This design comes from an exercise in tuning for small area and a short achievable clock period on the open sky130 flow, not from production work.
The RTL was checked by simulation tests, not by an equivalence proof against the original design.
Power and IR drop assume default switching activity.

## flow/design.v (module list and top-level ports; edited modules follow where they fit)
// module mac: 2658 lines
// module mac_fa: 4 lines
module mac (
    input  logic               i_nrst,
    input  logic               i_clk,
    input  logic signed  [7:0] i_a0, i_a1, i_a2, i_a3, i_a4, i_a5, i_a6, i_a7,
    input  logic signed  [7:0] i_b0, i_b1, i_b2, i_b3, i_b4, i_b5, i_b6, i_b7,
    output logic signed [18:0] o_res
);
  // ...
==> flow/flow/run.sh <==
#!/bin/bash
set -e
export BUFFER_PORTS_ARGS="-buffer_cell sky130_fd_sc_hd__buf_1"
bash standard.sh > standard.log 2>&1
==> flow/standard.sh <==
#!/bin/bash
# synth_recipe.tcl (not shown) runs the flow's synth.tcl, then flattens the netlist and writes it again
# the make line also repeats each setting of config.mk as NAME=value (left out here)
make -C /OpenROAD-flow-scripts/flow DESIGN_CONFIG=/design/flow/config.mk WORK_HOME=/design/flow/orfs CLKGATE_MAP_FILE= SYNTH_SCRIPT=/design/flow/synth_recipe.tcl "${@:-finish}"
==> flow/config.mk <==
export PLATFORM = sky130hd
export DESIGN_NAME = mac
export DESIGN_NICKNAME = mac
export VERILOG_FILES = /design/flow/design.v
export SDC_FILE = /design/flow/constraint.sdc
export NUM_CORES = 4
export LEC_CHECK = 0
export CAP_MARGIN = 20
export CORE_MARGIN = 5
export CORE_UTILIZATION = 40
export SETUP_SLACK_MARGIN = 2.5
export SLEW_MARGIN = 20
export SYNTH_HIERARCHICAL = 1
export SYNTH_MINIMUM_KEEP_SIZE = 0
==> flow/constraint.sdc <==
create_clock -name core_clock -period 5.5 [get_ports {i_clk}]
set_input_delay 1.1000 -clock core_clock [delete_from_list [all_inputs] [get_ports {i_clk}]]
set_output_delay 1.1000 -clock core_clock [all_outputs]
set_load 0.01 [all_outputs]
==> flow_summary_export.csv, run 1 <==
group,metric,value,unit
global_routing,grtUsageMet2,0.410,
synthesis,ys_seq_area_frac,0.199,
drt,wl_met3,5.99,mm
setup_path,startpoint,"i_b1[7]",
place,place_ws,1.38,ns
setup_path,r2r-end,"r2[26]",
cells_and_area,seq_cell_count,170,
power,seq_power_share,0.200,
cells_and_area,multi_input_area,0.0145,sq mm
drt,drtAntennaViolNets,0,
power,p_sw_frac,0.454,
power,vdd_drop_max,0.000412,V
cells_and_area,largest_class,"multi-input combinational cells",
place,gp_congestion,0.958,
drt,wire_per_inst,28.0,um
worst_hold_path,min_to,"r2[0]",
clock_tree,clock_sinks,170,
synthesis,synth_compound_area_frac,0.0283,
clock_tree,cts.clk_slew.worst_paths,0.08,ns
synthesis,yosysTopAreaCellShare,0.570,
run,cap_violations,0,
synthesis,synthDistinctLibCells,51,
floorplanning,start_util,0.405,
outcome,outcome,"timing/DRC/antenna clean",
power,powerDensity,541,mW/mm^2
setup_path,critical_path_arrival,3.46,ns
place,dpl.hpwl,50.2,mm
cells_and_area,area_growth,23.0,%
setup_path,cpMaxStageDelayCell,"fa_2",
floorplanning,rows,75,
place,dpl_cell_area,0.0191,sq mm
clock_tree,cts_setup_buffers,6,
power,p_sw,5160,uW
clock_tree,cts_tree,"built",
synthesis,synth_fa_ha_area_frac,0.583,
clock_tree,numCtsBuffers,17,
clock_tree,clockRootBuffer,"clkbuf_16",
setup_path,crit_chain,"buf_8 > and2_4 > fa_2 > fa_1 > fa_2 > fa_2",
sta,relSlewSlack,0.419,
place,portBuffers,148,
synthesis,async_reset_ff_frac,0,
==> inputs of run 2 (changes only) <==
--- a/flow/config.mk
+++ b/flow/config.mk
@@ -9,5 +9,5 @@
 export CORE_MARGIN = 5
 export CORE_UTILIZATION = 40
-export SETUP_SLACK_MARGIN = 2.5
+export SETUP_SLACK_MARGIN = 2.0
 export SLEW_MARGIN = 20
 export SYNTH_HIERARCHICAL = 1
==> run 2 against run 1 <==
Still clean; cell count fell by 0.38%; area after synthesis did not move; sequential share of layout area rose by 2.1 points; via count rose by 0.29%; cell area fell by 12%.
==> flow_summary_export.csv, run 2 <==
group,metric,value,unit
synthesis,yosysTopAreaCell,"fa_1",
drt,wl,57.1,mm
power,seq_power_share,0.218,
place,gp_congestion,0.962,
global_routing,grt_max_degree,22,
global_routing,grtUsageTotal,0.252,
global_routing,grt_pass1_wl,84.9,mm
cells_and_area,layout_common_cells,"fa_1, nand2_1, dfxtp_1",
setup_path,r2r-end,"r2[20]",
setup_path,rr_startpoint,"r1[31]",
synthesis,avgSynthCellArea,11.5,sq um
cells_and_area,largest_reg_flops,114,
clock_tree,clock_sinks,170,
outcome,outcome,"timing/DRC/antenna clean",
sta,setup-violations-final,0,
drt,drc,0,
setup_path,path_max_fanout,8,
floorplanning,design.core.area,0.0421,sq mm
run,cap_violations,0,
clock_tree,clock_path_buffers,2,
power,p_clk_frac,0.115,
synthesis,synth_most_common_cell,"fa_1",
sta,rsz0062_at_grt,"yes",
synthesis,syn_area,0.0171,sq mm
cells_and_area,top_register,"r1",
clock_tree,h-tree-depth,4,
sta,setup_tns,0,ns
drt,drt_iter0_markers,928,
cells_and_area,drive_above_1_share,0.0624,
clock_tree,cts.clk_slew.worst_paths,0.07,ns
power,p_sw_frac,0.451,
clock_tree,clock_latency,0.45,ns
cells_and_area,layout_commonest_cell,"fa_1",
setup_path,critical_path_arrival,3.82,ns
global_routing,first_global_vias,13200,
cells_and_area,nNetsFinal,2176,
cells_and_area,ff_latch_area,0.00340,sq mm
global_routing,grt_antenna_before_repair,0,
setup_path,crit_type,"in -> reg",
setup_path,crit_path_start_kind,"input port",
sta,clock.fmax,0.286,GHz
synthesis,synth_top_family_by_area,"adder cells",
cells_and_area,multi_input_area,0.0131,sq mm
drt,drt_first_pass_iters,5,
sta,relSlewSlack,0.403,
floorplanning,fp.dieW,217,um
synthesis,synthDistinctLibCells,51,
synthesis,yosysTopAreaCellShare,0.570,
drt,post_drt_via_cell_ratio,5.49,
synthesis,ys_seq_elements,170,
synthesis,synthTopCellsByArea,"fa_1, dfxtp_1, nand2_1",
drt,wire_per_inst,27.2,um
setup_path,endpoint_kind,"register",
synthesis,ys.flop_type,"dfxtp_1",
power,p_sw,4820,uW
clock_tree,cts_tree,"built",
floorplanning,die_area,0.0469,sq mm
power,powerDensity,576,mW/mm^2
power,p_comb_frac,0.667,
synthesis,muxShareOfSynthArea,0.00293,
synthesis,synth_fa_ha_area_frac,0.583,
sta,finalHoldViolCount,0,
synthesis,synth_compound_area_frac,0.0283,
sta,fin_skew,0.0124,ns
synthesis,yosysWarnings,7,
clock_tree,clockRootBuffer,"clkbuf_16",
sta,post-route-period-util,0.637,
place,dpl.hpwl,48.1,mm
synthesis,synth_edf_count,0,
clock_tree,numCtsBuffers,17,
floorplanning,die_h,217,um
synthesis,synthCells,1487,
setup_path,worst-r2r-setup-slack,2.68,ns
cells_and_area,area_growth,8.62,%
setup_path,cp-endpoint,"r1[52]",
floorplanning,io_pins,149,
setup_path,reg2regPathDepth,5,
global_routing,overflow,0,
drt,drtAntennaViolNets,0,
sta,min_period,3.50,ns
synthesis,synth-xor-area-share,0.00256,
power,leakage,0.00701,uW
setup_path,startpoint,"i_b4[7]",
sta,maxSlewViolCount,0,
floorplanning,rows,75,
power,vdd_drop_max,0.000412,V
place,portBuffers,148,
synthesis,async_reset_ff_frac,0,
worst_hold_path,hp-class,"reg -> reg",
floorplanning,start_util,0.405,
drt,vias,11500,
power,p_int,5860,uW
synthesis,ys_seq_area_frac,0.199,
cells_and_area,fill_cells,3956,
setup_path,critical_path_required,5.81,ns
cells_and_area,fin_util,0.440,
synthesis,synthTopCellsByCount,"fa_1, nand2_1, dfxtp_1, and2_1, clkbuf_1",
synthesis,synth-simple-area-share,0.148,
sta,worst_slew_pin_slew,0.893,ns
cells_and_area,largestRegisters,"r1 (114), r2 (35), res (19)",
run 2: worst min-delay path by stage:
stage | start | end | slack (ns) | cells past startpoint
after floorplan | r1[0] | r2[0] | 0.31 | 0
after global placement | r1[0] | r2[0] | 0.31 | 0
after detailed placement | r1[2] | r2[2] | 0.31 | 0
after CTS | r1[2] | r2[2] | 0.33 | 0
after global routing | r1[5] | r2[4] | 0.33 | 0
final | r1[5] | r2[4] | 0.33 | 0
run 2: critical path, cell delays in order:
cell and delay [ns]:
buf_1 0.41, and2_1 0.23, fa_1 0.44, fa_1 0.60, fa_1 0.61, fa_1 0.43
run 2: repair_timing:
action / 4_1_cts / 5_1_grt
gates resized for setup: 7 / 48
pin swaps: 0 / 0
endpoints found under the setup margin: 13 / 41
hold buffers: 0 / 0
setup buffers: 0 / 0
run 2: final cells by class:
cell class	count	share of cell area
Inverter	42	0.00850
Antenna cell	1	0.000135
Sequential cell	170	0.183
Multi-Input combinational cell	1163	0.706
Clock inverter	12	0.00701
Tap cell	539	0.0364
Timing Repair Buffer	148	0.0337
Clock buffer	20	0.0252
run 2: cells by family after synthesis:
kind of cell               after synthesis
AOI/OAI and AO/OA                       68
xor gates and xnor gates                 5
adders and majority gates              504
buffers and inverters                  161
DFF                                    170
muxes                                    4
other                                    2
and+or+nand+nor                        573
run 2: per-layer routing:
metal	GRT usage	part of all wire
met4	0.132	0.060
met5	0	0
met3	0.0643	0.090
met2	0.404	0.47
met1	0.318	0.38
run 2: power by group through the flow:
stage | combinational, uW | sequential, uW | clock, uW
global placement | 6980 | 2350 | 0
detailed placement | 7210 | 2360 | 0
finish | 7120 | 2330 | 1230
global route | 8220 | 2390 | 1310
CTS | 7220 | 2330 | 1250
floorplan | 4810 | 2270 | 0
run 2: metrics by stage:
| stage | cell area, sq um | total power (uW) | worst slack [ns] | hold slack, ns | cells |
|---|---|---|---|---|---|
| after floorplan | 17100 | 7070 | 2.00 | 0.310 | 1494 |
| after global placement | 17900 | 9330 | 1.47 | 0.313 | 2062 |
| after detailed placement | 17900 | 9570 | 1.44 | 0.314 | 2062 |
| after CTS | 18500 | 10800 | 2.00 | 0.331 | 2094 |
| after global routing | 18500 | 11900 | 1.99 | 0.334 | 2094 |
| final | 18600 | 10700 | 2.00 | 0.328 | 2095 |
run 2: modules after synthesis, one instance, submodules excluded:
module | cells | cell area, sq um | copies in the design
mac_fa | 1 | 20.0 | 486
mac | 1001 | 7350 | 1
==> inputs of run 3 (changes only) <==
--- a/flow/config.mk
+++ b/flow/config.mk
@@ -9,5 +9,5 @@
 export CORE_MARGIN = 5
 export CORE_UTILIZATION = 40
-export SETUP_SLACK_MARGIN = 2.0
+export SETUP_SLACK_MARGIN = 2.3
 export SLEW_MARGIN = 20
 export SYNTH_HIERARCHICAL = 1
==> run 3 against run 2 <==
Still clean; sequential power about the same; core utilization up 2.4 points; sequential share of layout area decreased by 0.95 points; non-clock buffer count increased by 1; worst setup slack better by 0.29 ns; routed wire length increased by 2.0%; area after synthesis is the same; die area unchanged; critical endpoint is now r1[29].
==> flow_summary_export.csv, run 3 <==
group,metric,value,unit
floorplanning,die_h,217,um
cells_and_area,drive_above_1_share,0.285,
global_routing,overflow,0,
synthesis,syn_area,0.0171,sq mm
drt,drt_first_pass_iters,5,
clock_tree,clock_path_buffers,2,
power,vdd_drop_max,0.000353,V
setup_path,cp_common_cell,"fa_2",
synthesis,synthTopCellsByArea,"fa_1, dfxtp_1, nand2_1",
power,power,11100,uW
sta,clock.fmax,0.311,GHz
synthesis,synth_most_common_cell,"fa_1",
synthesis,synthDistinctLibCells,51,
power,leakage,0.00734,uW
clock_tree,clock_latency,0.45,ns
sta,setup_tns,0,ns
floorplanning,fp.dieW,217,um
run,cap_violations,0,
clock_tree,cts_tree,"built",
synthesis,ys_seq_area_frac,0.199,
setup_path,path_max_fanout,8,
drt,drtAntennaViolNets,0,
drt,drc,0,
setup_path,crit_chain,"buf_2 > nand2_1 > fa_2 > fa_2 > fa_2 > fa_2",
setup_path,critical_path_required,5.83,ns
cells_and_area,fin_util,0.464,
setup_path,critical_path_arrival,3.55,ns
cells_and_area,diodes,0,
synthesis,yosysWarnings,7,
clock_tree,cts.clk_slew.worst_paths,0.07,ns
synthesis,ys.flop_type,"dfxtp_1",
clock_tree,h-tree-depth,4,
synthesis,yosysTopAreaCellShare,0.570,
sta,finalHoldViolCount,0,
floorplanning,rows,75,
sta,rsz0062_at_grt,"yes",
synthesis,ys_seq_elements,170,
setup_path,crit_type,"in -> reg",
power,powerDensity,569,mW/mm^2
place,dpl.hpwl,50.3,mm
sta,relSlewSlack,0.429,
clock_tree,numCtsBuffers,17,
cells_and_area,layout_common_cells,"nand2_1, fa_1, fa_2",
place,dpl_cell_area,0.0186,sq mm
place,portBuffers,148,
sta,whs,0.329,ns
outcome,outcome,"timing/DRC/antenna clean",
sta,min_period,3.22,ns
cells_and_area,largestRegisters,"r1 (114), r2 (35), res (19)",
sta,worst_slew_pin_slew,0.853,ns
synthesis,synth_edf_count,0,
floorplanning,start_util,0.405,
cells_and_area,nNetsFinal,2177,
synthesis,synthCells,1487,
setup_path,path_buf_inv,1,
setup_path,endpoint_kind,"register",
setup_path,cpMaxStageDelayCell,"fa_2",
global_routing,grtUsageTotal,0.256,
place,gp_congestion,0.972,
global_routing,grt_pass1_wl,86.4,mm
setup_path,cpLargestDelayFamily,"adder cells",
global_routing,grt_max_degree,22,
cells_and_area,area_growth,14.5,%
cells_and_area,top_register,"r1",
worst_hold_path,hp-class,"reg -> reg",
drt,vias,11400,
sta,post-route-period-util,0.585,
cells_and_area,fin_area,0.0196,sq mm
setup_path,crit_path_start_kind,"input port",
sta,fin_skew,0.00962,ns
drt,post_drt_via_cell_ratio,5.43,
floorplanning,io_pins,149,
synthesis,avgSynthCellArea,11.5,sq um
clock_tree,clock_sinks,170,
setup_path,slowest_delay,0.62,ns
synthesis,yosysTopAreaCell,"fa_1",
clock_tree,clockRootBuffer,"clkbuf_16",
floorplanning,die_area,0.0469,sq mm
sta,maxSlewViolCount,0,
drt,wl,58.2,mm
drt,drt_iter0_markers,866,
sta,setup-violations-final,0,
drt,wire_per_inst,27.8,um
global_routing,first_global_vias,13000,
floorplanning,design.core.area,0.0421,sq mm
synthesis,async_reset_ff_frac,0,
global_routing,grt_antenna_before_repair,1,
cells_and_area,largest_reg_flops,114,
synthesis,synthTopCellsByCount,"fa_1, nand2_1, dfxtp_1, and2_1, clkbuf_1",
cells_and_area,layout_commonest_cell,"nand2_1",
==> run 3: changes by cell type in the layout (fill, tap and decap cells not counted), sizes merged <==
cell      delta
clkinvlp     -2
clkinv       +1
buf         +13
clkbuf      -13
diode        -1
inv          +2
==> run 3: per-module statistics from Yosys (local to each module, per instance) <==
module	area [sq um]	flops+latches
mac	7350	170
mac_fa	20.0	0
==> run 3: final timing paths <==
path | start | end | slack [ns] | cells after the start
max | i_a4[1] | r1[29] | 2.28 | 6
min | r1[1] | r2[1] | 0.33 | 0
max reg2reg | r1[76] | r2[24] | 2.64 | 5
min reg2reg | r1[1] | r2[1] | 0.33 | 0
==> run 3: logic make-up after synthesis <==
kind of cell | share of synthesized area
fa+ha+maj | 0.583
mux | 0.00293
buf+inv | 0.0358
xor+xnor | 0.00256
simple gates | 0.148
other cells | 0.000440
compound gates | 0.0283
flops | 0.199
==> run 3: where the power goes <==
part	internal [uW]	leakage, uW	total, uW	switching (uW)
clock	658	0.000291	1210	548
sequential	2020	0.00143	2300	282
combinational	3410	0.00563	7630	4220
total	6090	0.00734	11100	5050
==> run 3: worst register-to-register path, stage by stage, from the launching register on <==
cell,delay [ns]
dfxtp_1,0.33
fa_1,0.59
fa_1,0.46
fa_1,0.41
fa_1,0.52
fa_1,0.42
==> run 3: metal layers <==
| layer | global-route usage | vias to the layer above | share of wire |
|---|---|---|---|
| met4 | 0.0808 | 0 | 0.032 |
| met1 | 0.339 | 6095 | 0.40 |
| li1 | - | 4590 | - |
| met5 | 0 | - | 0 |
| met2 | 0.424 | 589 | 0.49 |
| met3 | 0.0572 | 96 | 0.083 |
==> run 3: final cells by class <==
| class | instances | area [sq um] |
|---|---|---|
| fillers | 3845 | 22600 |
| multi-input cells | 1163 | 13900 |
| flip-flops and latches | 170 | 3400 |
| repair buffers | 149 | 866 |
| well taps | 539 | 674 |
| clock buffers | 19 | 443 |
| inverters | 42 | 158 |
| clock inverters | 13 | 150 |
==> run 3: per-stage QoR <==
step           setup slack, ns  cells
2_1_floorplan             2.04   1494
3_3_place_gp              1.40   2063
3_5_place_dp              1.38   2063
4_1_cts                   2.27   2095
5_1_grt                   2.27   2095
6_report                  2.28   2095
==> run 3: repair_timing <==
| item | CTS | global route |
|---|---|---|
| hold buffers | 0 | 0 |
| setup buffers | 0 | 0 |
| resized for setup | 149 | 45 |
| endpoints found under the setup margin | 94 | 16 |
| pin swaps | 2 | 6 |

## port drivers added, routing unchanged
No port has a modelled driver above. Below, the same layouts with a new extraction and two added sets of constraints.
Step 1 (the two cells are an assumption about what drives the block):
set clk [get_ports {i_clk}]
set_driving_cell -lib_cell sky130_fd_sc_hd__clkbuf_16 $clk
set_driving_cell -lib_cell sky130_fd_sc_hd__buf_2 [delete_from_list [all_inputs] $clk]
Step 2 moves the port delays by t, midway between the first and last clock arrival at a register: inputs arrive t later, outputs are due t later. That takes back most of the time a late clock gives input paths.
a / b / c = no drivers / after step 1 / after step 2; a / b = the first two.
run | t, ns | setup slack, ns | hold WS [ns] | cell pins on the clock port's net
run 1 | 0.495 | 2.371 / 2.371 / 1.876 | 0.333 / 0.333 / 0.333 | 1
run 2 | 0.497 | 1.998 / 2.029 / 1.532 | 0.328 / 0.328 / 0.328 | 1
run 3 | 0.493 | 2.283 / 2.286 / 1.793 | 0.329 / 0.329 / 0.329 | 1
After both steps setup and hold are still met in every run listed. For run 1, which loses most, drivers alone change the setup slack by 0.000 ns; drivers and shift together by -0.495 ns.
